Background: an optimization exercise with open tools, aiming at small area and a short achievable clock period. Do not read the settings as production practice. At most, simulation tests tie the RTL to the original design; equivalence was not proved. Function not checked in runs 2 and 3: the RTL went through the layout flow alone. Power and IR drop assume default switching activity.

<file path="design/flow/config.mk">
export PLATFORM = sky130hd
export DESIGN_NAME = fpadd_pipeline
export DESIGN_NICKNAME = fpadd_pipeline
export VERILOG_FILES = /design/flow/design.v
export SDC_FILE = /design/flow/constraint.sdc
export NUM_CORES = 4
export LEC_CHECK = 0
export ABC_AREA = 1
export CAP_MARGIN = 20
export CORE_MARGIN = 2
export CORE_UTILIZATION = 40
export PLACE_DENSITY = 0.6
export SLEW_MARGIN = 20
</file>
<file path="design/flow/design.v">
module first_stage(
    input  [31:0] reg_A,
    input  [31:0] reg_B,
    output [22:0] m_big,
    output [23:0] m_sml,
    output [7:0]  expo,
    output        sign,
    output        sub
    );
wire        swap  = reg_B[30:0] > reg_A[30:0];
wire [31:0] big   = swap ? reg_B : reg_A;
wire [31:0] sml   = swap ? reg_A : reg_B;
wire [7:0]  diff  = big[30:23] - sml[30:23];
assign m_big = big[22:0];
assign m_sml = {1'b1, sml[22:0]} >> diff;
assign expo  = big[30:23];
assign sign  = big[31];
assign sub   = reg_A[31] ^ reg_B[31];
endmodule
module second_stage(
    input  [22:0] m_big,
    input  [23:0] m_sml,
    input  [7:0]  expo,
    input         sign,
    input         sub,
    output [31:0] result
    );
wire [24:0] sum = sub ? {2'b01, m_big} - {1'b0, m_sml} : {2'b01, m_big} + {1'b0, m_sml};
reg [4:0] lz;
integer i;
always @(*) begin
    lz = 5'd25;
    for (i = 0; i < 25; i = i + 1)
        if (sum[i]) lz = 5'd24 - i[4:0];
end
wire        zero = (sum == 25'd0);
wire [24:0] norm = sum << lz;
wire [7:0]  e    = expo + 8'd1 - {3'b000, lz};
assign result = zero ? 32'd0 : {sign, e, norm[23:1]};
endmodule
module fpadd_pipeline (input clk,
                       input reset,
                       input [31:0] reg_A,
                       input [31:0] reg_B,
                       output [31:0] out);
wire [22:0] m_big;
wire [23:0] m_sml;
wire [7:0]  expo;
wire        sign, sub;
reg  [22:0] m_big_q;
reg  [23:0] m_sml_q;
reg  [7:0]  expo_q;
reg         sign_q, sub_q;
reg  [31:0] out_q;
wire [31:0] result;
first_stage  stage1 (.reg_A(reg_A), .reg_B(reg_B), .m_big(m_big), .m_sml(m_sml),
                     .expo(expo), .sign(sign), .sub(sub));
second_stage stage2 (.m_big(m_big_q), .m_sml(m_sml_q), .expo(expo_q), .sign(sign_q),
                     .sub(sub_q), .result(result));
always @(posedge clk) begin
    m_big_q <= m_big;
    m_sml_q <= m_sml;
    expo_q  <= expo;
    sign_q  <= sign;
    sub_q   <= sub;
    out_q   <= result;
end
assign out = out_q;
endmodule
</file>
<file path="design/flow/constraint.sdc">
create_clock -name core_clock -period 18.0 [get_ports {clk}]
set_input_delay 3.6000 -clock core_clock [delete_from_list [all_inputs] [get_ports {clk}]]
set_output_delay 3.6000 -clock core_clock [all_outputs]
set_load 0.01 [all_outputs]
</file>
<file path="design/flow/run.sh">
#!/bin/bash
# synth_recipe.tcl (not shown) runs the flow's synth.tcl, then flattens the netlist and writes it again
# the make line also repeats each setting of config.mk as NAME=value (left out here)
make -C /OpenROAD-flow-scripts/flow DESIGN_CONFIG=/design/flow/config.mk WORK_HOME=/design/flow/orfs CLKGATE_MAP_FILE= SYNTH_SCRIPT=/design/flow/synth_recipe.tcl finish
</file>
==> metrics.yaml, run 1 <==
status: "complete, no violations"
first_pass_iters: 5
die_h_um: 150
num_rows: 53
start_util: 0.406
synth_area_leaders: "dfxtp_1 (21%), nand2_1 (17%), nand3_1 (11%)"
root_buffer: "clkbuf_16"
required_ns: 18.25
max_stage_delay_ns: 0.88
overflow: 0
drt_iter0_markers: 536
vdd_drop_max_mv: 0.0779
fin_crit_sh: 0.534
clkSinkCount: 89
antenna_found_initial: 1
crit_type: "in2reg"
cts_max_level: 3
die_area_um2: 22400
cp.arrival_ns: 9.87
cts_resized: 0
synth-edff-count: 0
cts_tree: "yes"
grt_max_degree: 82
endpoint: "m_sml_q[4]"
async_flop_share: 0
fmax_ghz: 0.104
total_power_mw: 1.96
r2r_slack_ns: 11.47
rr_startpoint: "m_sml_q[0]"
rsz0062_at_grt: "false"
dp_hpwl_um: 19500
fp.coreArea_um2: 20900
via_count: 8841
place.gp.congestion: 0.935
worst_skew_pair.late_latency_ns: 0.35
grt_use_met2: 0.372
final_nets: 1589
yosys_warnings: 2
drcViolationCount: 0
postRouteAntennaNets: 0
syn_area_per_cell_um2: 6.09
r2r_cells: 35
syn_area_um2: 8470
num_io_pins: 98
cts_made_buffers: 9
end_kind: "flop"
timing.rr.end: "out_q[30]"
cts_max_path_buffers: 2
crit_path_frequent_cell: "inv_1"
busiest_layer: "met2"
period_minus_slack_ns: 9.62
synth_cell_types: 53
die_w_um: 150
maxSlewViolCount: 0
synth.top_cell.area_share: 0.210
clk_pin_slew_ns: 0.07
diodes: 0
p_leak_nw: 5.00
ys_ff_latch: 89
finalHoldViolations: 0
grt_first_pass_wirelength_um: 38000
slowest_stage: "ha_1"
drt_wl_total_um: 23500
ys.flop_type: "dfxtp_1"
setup_viol: 0
worstMarginPinSlew_ns: 0.911
postSynthCellCount: 1392
cts_setup_buffers: 0
cp_max_fo: 81
use_met1: 0.274
synth_largest_area_cell: "dfxtp_1"
final.setup.tns_ns: 0
hold_buffers: 0
drive_gt1_frac: 0.0480
post_drt_wl_per_cell_um: 13.6
met3_usage: 0.0250
cp_cell_sequence: "clkdlybuf4s50_1, inv_1, ha_1, inv_1, nor4_1, nand4_1, nand2_2, buf_4, inv_2, nand2_1, o211ai_1, ha_1, inv_1, nand4_1, nand2_1, nand3_1, a21oi_1, nand2_1, inv_1"
power_density_nw_per_um2: 199
syn-num-nets: 1527
synth_most_common_cell: "nand2_1"
relSlewSlack: 0.393
ys_seq_area_frac: 0.210
synthTopCellsByCount: "nand2_1 (391), nand3_1 (192), inv_1 (182), dfxtp_1 (89), o21ai_0 (82)"
startpoint_type: "input pin"
drt-vias-per-instance: 5.10
holdCritPathClass: "reg2reg"
track_usage: 0.214
io_buffers: 96
cp-startpoint: "reg_A[23]"
clock_skew_ns: 0.00862
area_delta_synth_final_pct: 16.2
first_global_vias: 7975
cap_violations: 0
-- critical path, delay by kind of cell --
family / cells / cell delay, ns
buffers and inverters: 7 / 2.65
adders and majority gates: 2 / 1.74
and+or+nand+nor: 8 / 1.56
AOI/OAI and AO/OA: 2 / 0.28
-- stage by stage --
stage                     area [um^2]  hold slack [ns]   util  setup WS [ns]  instances
after floorplan                  8470            0.408      -          11.40       1392
after global placement           9580            0.431  0.458           8.11       1718
after detailed placement         9580            0.430  0.458           8.03       1718
after CTS                        9850            0.439  0.471           8.39       1734
after global routing             9850            0.466  0.471           7.77       1734
final                            9850            0.435  0.471           8.38       1734
-- power breakdown --
part | leakage (nW) | switching [mW] | internal, mW | total [mW]
logic | 4.13 | 0.968 | 0.527 | 1.50
clock network | 0.129 | 0.0812 | 0.0938 | 0.175
registers | 0.744 | 0.0216 | 0.267 | 0.288
-- per-layer routing --
metal	vias up	routed length, um	part of all wire
li1	4703	-	-
met2	216	11100	0.47
met5	-	0	0
met4	0	566	0.024
met1	3890	10900	0.46
met3	32	981	0.042
-- worst min path at each step --
| stage | startpoint | slack [ns] | endpoint | depth (start not counted) |
|---|---|---|---|---|
| finish | sign_q | 0.43 | out_q[31] | 2 |
| global route | sign_q | 0.47 | out_q[31] | 2 |
| CTS | sign_q | 0.44 | out_q[31] | 2 |
| detailed placement | sign_q | 0.43 | out_q[31] | 2 |
| global placement | sign_q | 0.43 | out_q[31] | 2 |
| floorplan | sign_q | 0.41 | out_q[31] | 2 |
-- sequential cells by signal (all words and copies together), names as in the netlist --
signal and cells:
out_q 32, m_sml_q 24, m_big_q 23, expo_q 8, sign_q 1, sub_q 1
-- area by class of cell --
cell class	count	area (um^2)
Sequential cell	89	1780
Multi-Input combinational cell	1060	5720
Clock buffer	10	229
Tap cell	275	344
Clock inverter	6	42.5
Inverter	193	728
Timing Repair Buffer	101	998
Fill cell	2259	11000
-- layout by cell type (no fill, tap or decap), types with 2 or more instances in the layout --
cell type,Yosys,final
fa_1,2,2
nand3b_1,5,5
xor2_2,2,2
dfxtp_1,89,89
o21a_1,6,6
nand3_1,192,192
clkinvlp_4,0,2
clkdlybuf4s50_1,0,96
o31ai_1,3,3
nand3_2,3,3
xnor2_1,7,7
nand2_2,5,5
a21oi_2,4,4
nand2_4,4,4
inv_2,8,8
o211ai_1,5,5
ha_1,67,67
buf_4,7,5
nor2_2,6,6
clkbuf_16,0,9
inv_1,182,182
and2_1,2,2
a21o_1,2,2
nor3_2,6,6
clkinv_2,1,3
nor4_1,3,3
nand2_1,391,391
mux2i_1,2,2
o21ai_0,82,82
nand4_1,54,54
o21ai_1,17,17
nor2_1,80,80
a211oi_1,2,2
a21oi_1,59,59
or2_2,4,4
nor3_1,6,6
xor2_1,26,26
-- logic make-up after synthesis --
kind of cell             after synthesis  synth area share
XOR/XNOR                              36            0.0412
multiplexers                           2           0.00236
adder cells (fa/ha/maj)               69             0.104
flip-flops                            89             0.210
AO/OA/AOI/OAI                        186             0.119
AND/OR/NAND/NOR                      767             0.409
buffers and inverters                243             0.114
==> inputs of run 2 (changes only) <==
==> design/flow/design.v (replaced) <==
module first_stage(
    input  [31:0] reg_A,
    input  [31:0] reg_B,
    output [24:0] sum,
    output [7:0]  expo,
    output        sign
    );
wire        swap  = reg_B[30:0] > reg_A[30:0];
wire [31:0] big   = swap ? reg_B : reg_A;
wire [31:0] sml = swap ? reg_A : reg_B;
wire [7:0]  diff  = big[30:23] - sml[30:23];
wire [23:0] m_big = {1'b1, big[22:0]};
wire [23:0] m_sml = {1'b1, sml[22:0]} >> diff;
wire        sub   = reg_A[31] ^ reg_B[31];
assign sum  = sub ? {1'b0, m_big} - {1'b0, m_sml} : {1'b0, m_big} + {1'b0, m_sml};
assign expo = big[30:23];
assign sign = big[31];
endmodule
module second_stage(
    input  [24:0] sum,
    input  [7:0]  expo,
    input         sign,
    output [31:0] result
    );
reg [4:0] lz;
integer i;
always @(*) begin
    lz = 5'd25;
    for (i = 0; i < 25; i = i + 1)
        if (sum[i]) lz = 5'd24 - i[4:0];
end
wire        zero = (sum == 25'd0);
wire [24:0] norm = sum << lz;
wire [7:0]  e    = expo + 8'd1 - {3'b000, lz};
assign result = zero ? 32'd0 : {sign, e, norm[23:1]};
endmodule
module fpadd_pipeline (input clk,
                       input reset,
                       input [31:0] reg_A,
                       input [31:0] reg_B,
                       output [31:0] out);
wire [24:0] sum;
wire [7:0]  expo;
wire        sign;
reg  [24:0] sum_q;
reg  [7:0]  expo_q;
reg         sign_q;
reg  [31:0] out_q;
wire [31:0] result;
first_stage  stage1 (.reg_A(reg_A), .reg_B(reg_B), .sum(sum), .expo(expo), .sign(sign));
second_stage stage2 (.sum(sum_q), .expo(expo_q), .sign(sign_q), .result(result));
always @(posedge clk) begin
    sum_q  <= sum;
    expo_q <= expo;
    sign_q <= sign;
    out_q  <= result;
end
assign out = out_q;
endmodule
==> run 2 against run 1 <==
Compared with the run above:
- final cell count is 6.1% lower
- design area fell by 6.5%
- sequential power decreased by 8.3%
- sequential share of layout area decreased by 3.8 points
- worst hold slack lost 0.026 ns
- worst setup slack worse by 1.9 ns
- die area shrank 8.1%
- first-iteration DRC count shrank 19%
- synthesized cell count down 6.4%
- critical path type unchanged
- critical endpoint is now sum_q[24]
==> metrics.yaml, run 2 <==
via_count: 8250  # was 8841
dr_wl_met3_um: 786  # was 981 um
cts_made_buffers: 9  # unchanged
drt_iter0_markers: 435  # was 536
diodes: 0  # unchanged
post_drt_wl_per_cell_um: 13.7  # was 13.6 um
dp_hpwl_um: 18400  # was 19500 um
postRouteAntennaNets: 0  # unchanged
power_density_nw_per_um2: 161  # was 199 nW/um^2
cap_violations: 0  # unchanged
layout_commonest_cell: "nand2_1"  # unchanged
cts_resized: 0  # unchanged
ys.flop_type: "dfxtp_1"  # unchanged
drcViolationCount: 0  # unchanged
p_sw_frac: 0.487  # was 0.547
rsz0062_at_grt: "false"  # unchanged
rr_startpoint: "sum_q[1]"  # was m_sml_q[0]
endpoint: "sum_q[24]"  # was m_sml_q[4]
die_w_um: 143  # was 150 um
drt-vias-per-instance: 5.06  # was 5.10
ys_ff_latch: 66  # was 89
fmax_ghz: 0.0866  # was 0.104 GHz
max_stage_delay_ns: 0.51  # was 0.88 ns
r2r_cells: 23  # was 35
p_clk_frac: 0.134  # was 0.089
hold_buffers: 0  # unchanged
overflow: 0  # unchanged
grt_first_pass_wirelength_um: 36400  # was 38000 um
cp.arrival_ns: 11.76  # was 9.87 ns
regMostFlops: "out_q"  # unchanged
cts_max_path_buffers: 2  # unchanged
synthTopCellsByCount: "nand2_1 (380), inv_1 (155), o21ai_0 (126), nand3_1 (125), ha_1 (67)"  # was nand2_1 (391), nand3_1 (192), inv_1 (182), dfxtp_1 (89), o21ai_0 (82)
final.setup.tns_ns: 0  # unchanged
async_flop_share: 0  # unchanged
grt_max_degree: 74  # was 82
cts_max_level: 3  # unchanged
synth_area_leaders: "nand2_1 (18%), dfxtp_1 (17%), ha_1 (11%)"  # was dfxtp_1 (21%), nand2_1 (17%), nand3_1 (11%)
whs_path_depth: 2  # unchanged
first_pass_iters: 5  # unchanged
syn_area_um2: 7770  # was 8470 um^2
intPower_mw: 0.761  # was 0.888 mW
clk_pin_slew_ns: 0.05  # was 0.07 ns
crit_type: "in2reg"  # unchanged
reg_top3: "out_q (32), sum_q (25), expo_q (8)"  # was out_q (32), m_sml_q (24), m_big_q (23)
num_rows: 50  # was 53
yosys_warnings: 2  # unchanged
cts_setup_buffers: 0  # unchanged
fp.coreArea_um2: 18900  # was 20900 um^2
cp-startpoint: "reg_A[21]"  # was reg_A[23]
final-seq-area_um2: 1320  # was 1780 um^2
start_util: 0.411  # was 0.406
multi_input_area_um2: 5600  # was 5720 um^2
synth-edff-count: 0  # unchanged
r2r_slack_ns: 13.52  # was 11.47 ns
p_sw_mw: 0.724  # was 1.07 mW
postSynthCellCount: 1303  # was 1392
synth_cell_types: 51  # was 53
drive_gt1_frac: 0.0562  # was 0.0480
synth.top_cell.area_share: 0.184  # was 0.210
holdCritPathClass: "reg2reg"  # unchanged
cp_max_fo: 73  # was 81
wl_met1_um: 10800  # was 10900 um
ys_seq_area_frac: 0.170  # was 0.210
area_delta_synth_final_pct: 18.6  # was 16.2%
drt_wl_total_um: 22300  # was 23500 um
final_cell_mix: "nand2_1 (380), inv_1 (155), o21ai_0 (126)"  # was nand2_1 (391), nand3_1 (192), inv_1 (182)
slowest_stage: "buf_4"  # was ha_1
end_kind: "flop"  # unchanged
highest_layer: "met4"  # unchanged
required_ns: 18.21  # was 18.25 ns
place.gp.congestion: 0.905  # was 0.935
synth_most_common_cell: "nand2_1"  # unchanged
cts_tree: "yes"  # unchanged
largest_register_ffs: 32  # unchanged
syn_area_per_cell_um2: 5.96  # was 6.09 um^2
vdd_drop_max_mv: 0.0619  # was 0.0779 mV
p_leak_nw: 4.69  # was 5.00 nW
final_nets: 1499  # was 1589
startpoint_type: "input pin"  # unchanged
die_h_um: 143  # was 150 um
synth_largest_area_cell: "nand2_1"  # was dfxtp_1
antenna_found_initial: 0  # was 1
io_buffers: 96  # unchanged
clkSinkCount: 66  # was 89
crit_path_frequent_cell: "nand2_1"  # was inv_1
track_usage: 0.221  # was 0.214
timing.rr.end: "out_q[30]"  # unchanged
worstMarginPinSlew_ns: 0.961  # was 0.911 ns
first_global_vias: 7417  # was 7975
syn-num-nets: 1438  # was 1527
maxSlewViolCount: 0  # unchanged
num_io_pins: 98  # unchanged
n_fill_cell: 2056  # was 2259
combPwrFrac: 0.689  # was 0.763
relSlewSlack: 0.354  # was 0.393
status: "complete, no violations"  # unchanged
fin_crit_sh: 0.641  # was 0.534
die_area_um2: 20600  # was 22400 um^2
clock_skew_ns: 0.00662  # was 0.00862 ns
root_buffer: "clkbuf_16"  # unchanged
seqPwrFrac: 0.178  # was 0.147
period_minus_slack_ns: 11.54  # was 9.62 ns
worst_skew_pair.late_latency_ns: 0.33  # was 0.35 ns
finalHoldViolations: 0  # unchanged
setup_viol: 0  # unchanged
met2_length_um: 9820  # was 11100 um
final_util: 0.488  # was 0.471
-- run 2: cell count changes in the layout (fill, tap and decap cells not counted), moves of 11 or more --
cell and delta:
dfxtp_1 -23, inv_1 -27, nand2_1 -11, nand2_2 +17, nand3_1 -67, nor2_1 -15, o21ai_0 +44, o21ai_1 -14
-- run 2: worst min path at each step --
stage	startpoint	end	slack, ns
CTS	sign_q	out_q[31]	0.41
finish	sign_q	out_q[31]	0.41
floorplan	sign_q	out_q[31]	0.39
global placement	sign_q	out_q[31]	0.40
global route	sign_q	out_q[31]	0.43
detailed placement	sign_q	out_q[31]	0.40
-- run 2: final cells by class --
class                      count  share of cell area
multi-input combinational   1023               0.608
sequential                    66               0.143
timing repair buffer         104               0.111
inverter                     160              0.0652
tap                          260              0.0353
clock buffer                  10              0.0249
clock inverter                 6              0.0125
-- run 2: power by group through the flow --
stage	sequential [mW]	combinational [mW]	clock (mW)
4_1_cts	0.263	1.03	0.202
3_5_place_dp	0.267	1.02	0
6_report	0.264	1.02	0.198
5_1_grt	0.272	1.18	0.208
3_3_place_gp	0.266	1.02	0
2_1_floorplan	0.279	0.745	0
-- run 2: kinds of logic after synthesis --
| kind of cell | synth area share |
|---|---|
| adders and majority gates | 0.113 |
| muxes | 0.00902 |
| AOI/OAI and AO/OA | 0.158 |
| xor gates and xnor gates | 0.0515 |
| DFF | 0.170 |
| and+or+nand+nor | 0.387 |
| buffers and inverters | 0.111 |
-- run 2: critical path, delay by kind of cell --
family,cells,cell delay (ns)
adder cells (fa/ha/maj),3,1.00
AND/OR/NAND/NOR,30,3.79
buffers and inverters,5,1.30
AO/OA/AOI/OAI,11,2.04
-- run 2: layer usage --
layer | vias to the layer above | track usage
met5 | - | 0
met4 | 0 | 0.0975
met3 | 44 | 0.0293
met2 | 165 | 0.361
met1 | 3614 | 0.291
li1 | 4427 | -
-- run 2: per-stage QoR --
| step | cell area (um^2) | hold WS, ns | power [mW] | std cells | setup WS [ns] |
|---|---|---|---|---|---|
| after CTS | 9210 | 0.413 | 1.49 | 1629 | 6.46 |
| final | 9210 | 0.408 | 1.48 | 1629 | 6.46 |
| after detailed placement | 8870 | 0.404 | 1.29 | 1613 | 6.14 |
| after floorplan | 7770 | 0.394 | 1.02 | 1303 | 8.58 |
| after global placement | 8870 | 0.395 | 1.28 | 1613 | 6.23 |
| after global routing | 9210 | 0.430 | 1.66 | 1629 | 5.27 |
==> inputs of run 3 (changes only) <==
==> design/flow/design.v (replaced) <==
`timescale 1ns / 1ps
module first_stage(
    input clk, 
    input reset,
    input [31:0] reg_A,
    input [31:0] reg_B,
    output reg [24:0] mantissa_first_stage,
    output reg [7:0] expo_first_stage,
    output reg sign_first_stage
    );
    reg [31:0] A, B;
    reg [7:0] exp1, exp2, exp_diff, expo_first_stage_reg;
    reg sign1, sign2, sign_first_stage_reg;
    reg [23:0] mantissa1, mantissa2, mantissa_first_stage_reg;
    reg [23:0] mantissa1_reg, mantissa2_reg;
always @ (posedge clk or posedge reset) begin
    if (reset == 1'b1) begin
        A <= 32'd0;
        B <= 32'd0;
    end
    else begin
        A <= reg_A;
        B <= reg_B;
    end
end
always@ (*) begin
   exp1 = A[30:23];
   exp2 = B[30:23];
   sign1 = A[31];
   sign2 = B[31];
   mantissa1 = {1'b1, A[22:0]};
   mantissa2 = {1'b1, B[22:0]};
   if (exp1 == exp2) begin
      expo_first_stage = exp1;
      exp_diff = 8'd0;
      mantissa1_reg = mantissa1 >> 0;
      mantissa2_reg = mantissa2 >> 0;
   end
   else if (exp1 > exp2) begin
      expo_first_stage = exp1;
      exp_diff = exp1 - exp2;
      mantissa1_reg = mantissa1 >> 0;
      mantissa2_reg = mantissa2 >> exp_diff;
   end
   else begin
      expo_first_stage = exp2;
      exp_diff = exp2 - exp1;
      mantissa1_reg = mantissa1 >> exp_diff;
      mantissa2_reg = mantissa2 >> 0;
   end
   if(mantissa1_reg == mantissa2_reg) begin
       if(sign1 == sign2) begin
           mantissa_first_stage = mantissa1_reg + mantissa2_reg;
           sign_first_stage = sign1;
       end
       else begin
           mantissa_first_stage = 24'b0;
           sign_first_stage = 0;
       end
   end
   else if(mantissa1_reg > mantissa2_reg) begin
       if(sign1 == sign2) begin
           mantissa_first_stage = mantissa1_reg + mantissa2_reg;
           sign_first_stage = sign1;
       end
       else begin
           mantissa_first_stage = mantissa1_reg - mantissa2_reg;
           sign_first_stage = sign1;
       end
   end
   else begin
       if(sign1 == sign2) begin
           mantissa_first_stage = mantissa1_reg + mantissa2_reg;
           sign_first_stage = sign2;
       end
       else begin
           mantissa_first_stage = mantissa2_reg - mantissa1_reg;
           sign_first_stage = sign2;
       end
   end
end
endmodule
`timescale 1ns / 1ps
module second_stage(
    input clk,
    input reset,
    input [7:0] expo_second_stage,
    input sign_second_stage,
    input [24:0] mantissa_second_stage,
    output reg [31:0] result
    );
reg [23:0] normalized_mantissa;
reg [7:0] expo_second_stage_reg;
reg [23:0] mantissa1_reg;
reg [23:0] mantissa2_reg;
always @ (*) begin
    expo_second_stage_reg = expo_second_stage;
   if (mantissa_second_stage[24] == 1) begin
        normalized_mantissa = mantissa_second_stage[24:1];
        expo_second_stage_reg = expo_second_stage_reg + 8'd1;
   end
   else begin
       normalized_mantissa = mantissa_second_stage;
       repeat(24) begin
           if(normalized_mantissa[23] == 1'b1) begin
               normalized_mantissa = normalized_mantissa << 0;
               expo_second_stage_reg = expo_second_stage_reg - 8'd0;
           end
           else begin
                normalized_mantissa = normalized_mantissa << 1;
                expo_second_stage_reg = expo_second_stage_reg - 8'd1;
           end
       end
   end    
   if (mantissa_second_stage == 24'd0) begin
        result[30:23] = 8'd0;
   end
   else begin
        result[30:23] = expo_second_stage_reg;
   end
   result[22:0] = normalized_mantissa[22:0];
   result[31] = sign_second_stage;
end
endmodule
`timescale 1ns / 1ps
module fpadd_pipeline (input clk,
                     input reset,
                     input [31:0]reg_A,
                     input [31:0]reg_B,
                     output [31:0] out);
reg [31:0] result;
reg [23:0] normalized_mantissa;
reg [24:0] pipeline_mantissa;
reg [7:0] pipeline_expo;
reg pipeline_sign;
wire [24:0] mantissa_first_stage, mantissa_second_stage;
wire [7:0] expo_first_stage, expo_second_stage;
wire sign_first_stage, sign_second_stage;
always @ (posedge clk or posedge reset) begin
    if (reset == 1'b1) begin
        pipeline_mantissa <= 25'd0;
        pipeline_expo <= 8'd0;
        pipeline_sign <= 0;
    end
    else begin
        pipeline_mantissa <= mantissa_first_stage;
        pipeline_expo <= expo_first_stage;
        pipeline_sign <= sign_first_stage;
    end
end
assign expo_second_stage = pipeline_expo;
assign sign_second_stage = pipeline_sign;
assign mantissa_second_stage = pipeline_mantissa;
first_stage stage1(clk, reset, reg_A, reg_B, mantissa_first_stage, expo_first_stage, sign_first_stage);
second_stage stage2(clk, reset, expo_second_stage, sign_second_stage, mantissa_second_stage, out);
endmodule
--- a/design/flow/config.mk
+++ b/design/flow/config.mk
@@ -6,5 +6,4 @@
 export NUM_CORES = 4
 export LEC_CHECK = 0
-export ABC_AREA = 1
 export CAP_MARGIN = 20
 export CORE_MARGIN = 2
==> run 3 against run 2 <==
Compared with the run above:
- still clean on timing, DRC and antenna
- design area increased by 100%
- core utilization down 4.1 points
- area after synthesis up 120%
- die area rose by 120%
- worst setup slack worse by 5.5 ns
- largest cell class unchanged
==> metrics.yaml, run 3 <==
final_nets: 2532  # was 1499
overflow: 0  # unchanged
drive_gt1_frac: 0.0726  # was 0.0562
postSynthCellCount: 2347  # was 1303
io_buffers: 97  # was 96
final.setup.tns_ns: 0  # unchanged
end_kind: "output pin"  # was flop
r2r_cells: 34  # was 23
r2r_slack_ns: 7.82  # was 13.52 ns
antenna_found_initial: 0  # unchanged
via_count: 17600  # was 8250
rr_startpoint: "stage1.A[23]"  # was sum_q[1]
max_stage_delay_ns: 0.57  # was 0.51 ns
holdCritPathClass: "reg2reg"  # unchanged
total_power_mw: 3.01  # was 1.48 mW
maxSlewViolCount: 0  # unchanged
ys_seq_area_frac: 0.144  # was 0.170
whs_path_depth: 2  # unchanged
startpoint_type: "flop"  # was input pin
fp.coreArea_um2: 42000  # was 18900 um^2
placed_cells: 2878  # was 1613
grt_first_pass_wirelength_um: 91500  # was 36400 um
root_buffer: "clkbuf_16"  # unchanged
yosys_warnings: 3  # was 2
syn_area_per_cell_um2: 7.27  # was 5.96 um^2
post_drt_wl_per_cell_um: 19.7  # was 13.7 um
synth_area_leaders: "dfrtp_1 (14%), ha_1 (8.1%), a21oi_1 (6.1%)"  # was nand2_1 (18%), dfxtp_1 (17%), ha_1 (11%)
start_util: 0.406  # was 0.411
num_rows: 75  # was 50
vdd_drop_max_mv: 0.0590  # was 0.0619 mV
drcViolationCount: 0  # unchanged
required_ns: 14.40  # was 18.21 ns
postRouteAntennaNets: 0  # unchanged
setup_viol: 0  # unchanged
synth_cell_types: 96  # was 51
grt_max_degree: 63  # was 74
finalHoldViolations: 0  # unchanged
cts_setup_buffers: 0  # unchanged
relSlewSlack: 0.247  # was 0.354
layout_commonest_cell: "nand2_1"  # unchanged
die_h_um: 211  # was 143 um
drt_wl_total_um: 57200  # was 22300 um
final_cells: 2895  # was 1629
num_io_pins: 98  # unchanged
drt_iter0_markers: 1579  # was 435
diodes: 0  # unchanged
crit_type: "reg2out"  # was in2reg
worstMarginPinSlew_ns: 1.12  # was 0.961 ns
status: "complete, no violations"  # unchanged
p_leak_nw: 7.53  # was 4.69 nW
die_area_um2: 44300  # was 20600 um^2
synthTopCellsByCount: "nand2_1 (261), a21oi_1 (207), nor2_1 (169), o21ai_0 (156), inv_1 (140)"  # was nand2_1 (380), inv_1 (155), o21ai_0 (126), nand3_1 (125), ha_1 (67)
timing.rr.end: "pipeline_mantissa[22]"  # was out_q[30]
first_global_vias: 17100  # was 7417
first_pass_iters: 6  # was 5
synth_most_common_cell: "nand2_1"  # unchanged
cts_max_level: 3  # unchanged
synth_largest_area_cell: "dfrtp_1"  # was nand2_1
place.gp.congestion: 0.956  # was 0.905
fin_crit_sh: 0.948  # was 0.641
fmax_ghz: 0.0586  # was 0.0866 GHz
area_delta_synth_final_pct: 10.1  # was 18.6%
slowest_stage: "clkdlybuf4s50_1"  # was buf_4
clkSinkCount: 98  # was 66
cp.arrival_ns: 13.46  # was 11.76 ns
final_cell_mix: "nand2_1 (261), a21oi_1 (207), nor2_1 (169)"  # was nand2_1 (380), inv_1 (155), o21ai_0 (126)
track_usage: 0.255  # was 0.221
period_minus_slack_ns: 17.06  # was 11.54 ns
dp_hpwl_um: 45900  # was 18400 um
clock_skew_ns: 0.0119  # was 0.00662 ns
crit_path_frequent_cell: "ha_1"  # was nand2_1
worst_skew_pair.late_latency_ns: 0.37  # was 0.33 ns
clk_pin_slew_ns: 0.08  # was 0.05 ns
synth.top_cell.area_share: 0.144  # was 0.184
cts_tree: "yes"  # unchanged
synth-edff-count: 0  # unchanged
syn-num-nets: 2528  # was 1438
min_from: "stage1.A[30]"  # was sign_q
cap_violations: 0  # unchanged
hold_end: "pipeline_expo[7]"  # was out_q[31]
drt-vias-per-instance: 6.07  # was 5.06
reg_top3: "stage1.A (32), stage1.B (32), pipeline_mantissa (25)"  # was out_q (32), sum_q (25), expo_q (8)
rsz0062_at_grt: "false"  # unchanged
async_flop_share: 1.00  # was 0
power_density_nw_per_um2: 160  # was 161 nW/um^2
cts_made_buffers: 9  # unchanged
cp_max_fo: 14  # was 73
ys_ff_latch: 98  # was 66
syn_area_um2: 17100  # was 7770 um^2
cts_max_path_buffers: 2  # unchanged
ys.flop_type: "dfrtp_1"  # was dfxtp_1
die_w_um: 211  # was 143 um
-- run 3: logic make-up (layout without fill, tap and decap cells) --
group | after synthesis | in the layout | synth area share
xor+xnor | 183 | 183 | 0.110
simple gates | 772 | 772 | 0.219
mux | 114 | 114 | 0.0778
fa+ha+maj | 116 | 116 | 0.0871
flops | 98 | 98 | 0.144
compound gates | 775 | 775 | 0.297
buf+inv | 289 | 298 | 0.0650
-- run 3: stage by stage --
step	util	instance area [um^2]	hold slack (ns)	setup slack, ns
global placement	0.439	18500	0.496	1.45
finish	0.447	18800	0.512	0.936
CTS	0.446	18800	0.524	0.761
floorplan	-	17100	0.454	2.21
detailed placement	0.439	18500	0.505	1.22
global route	0.447	18800	0.531	0.198
-- run 3: worst max-delay path by stage --
stage,start,endpoint,slack (ns),cells past startpoint
after floorplan,pipeline_mantissa[22],out[29],2.21,60
after global placement,pipeline_expo[0],out[30],1.45,57
after global routing,pipeline_expo[0],out[30],0.20,57
final,pipeline_expo[0],out[30],0.94,57
after CTS,pipeline_expo[0],out[30],0.76,57
after detailed placement,pipeline_expo[0],out[30],1.22,57
-- run 3: cell type report --
cell class / instances / area [um^2]
clock inverter: 7 / 78.8
multi-input combinational: 1960 / 13500
clock buffer: 9 / 225
timing repair buffer: 138 / 1280
fill: 4326 / 23300
sequential: 98 / 2450
tap: 539 / 674
inverter: 144 / 543
-- run 3: repair_timing --
action,in CTS,in global routing
gates resized for setup,0,1
endpoints found under the setup margin,0,2
hold buffers,0,0
-- run 3: per-layer routing --
layer  up-vias  global-route usage  wire length, um
met5         -                   0                0
met4         0               0.135             3100
met3       105              0.0180             1960
met2       531               0.447            27700
met1      8401               0.314            24400
li1       8537                   -                -
-- run 3: critical path, delay by kind of cell, from the launching register on --
| kind | cells | cell delay [ns] |
|---|---|---|
| xor+xnor | 5 | 0.87 |
| buf+inv | 2 | 0.85 |
| mux | 10 | 2.52 |
| fa+ha+maj | 17 | 4.75 |
| compound gates | 9 | 1.81 |
| simple gates | 14 | 1.72 |
| flops | 1 | 0.54 |
-- run 3: where the power goes --
part | switching [mW] | internal, mW | leakage, nW
sequential | 0.0740 | 0.254 | 1.15
clock | 0.0978 | 0.0985 | 0.148
combinational | 1.48 | 1.01 | 6.23
total | 1.65 | 1.36 | 7.53

-- separate check: timing with driven ports --
In the flow no input, the clock included, has a driving cell. The finished layouts below were timed again as built, in two steps.
Step 1 (the two cells are an assumption about what drives the block):
set clk [get_ports {clk}]
set_driving_cell -lib_cell sky130_fd_sc_hd__clkbuf_16 $clk
set_driving_cell -lib_cell sky130_fd_sc_hd__buf_2 [delete_from_list [all_inputs] $clk]
Step 2 adds t to the input delays and takes it off the output delays; t is the mean of the earliest and latest rising clock arrival at the registers after step 1. Input paths then give back, and output paths get back, about the clock's delay inside the block.
Slacks: ideal ports / drivers / drivers and shift; pairs: ideal ports / drivers.
| run | t, ns | slack for setup (ns) | worst setup path at the end | slew at the worst register clock pin (ns) | worst slew at a driven data input, ns |
|---|---|---|---|---|---|
| run 1 | 0.394 | 8.383 / 8.406 / 8.012 | input to register | 0.07 / 0.07 | 0.05 |
| run 2 | 0.365 | 6.457 / 6.433 / 6.068 | input to register | 0.06 / 0.06 | 0.07 |
| run 3 | 0.413 | 0.936 / 0.890 / 1.303 | register to output | 0.08 / 0.08 | 0.04 |
After both steps every run listed still meets setup and hold. For run 2, which loses most, drivers alone change the setup slack by -0.024 ns; drivers and shift together by -0.389 ns.
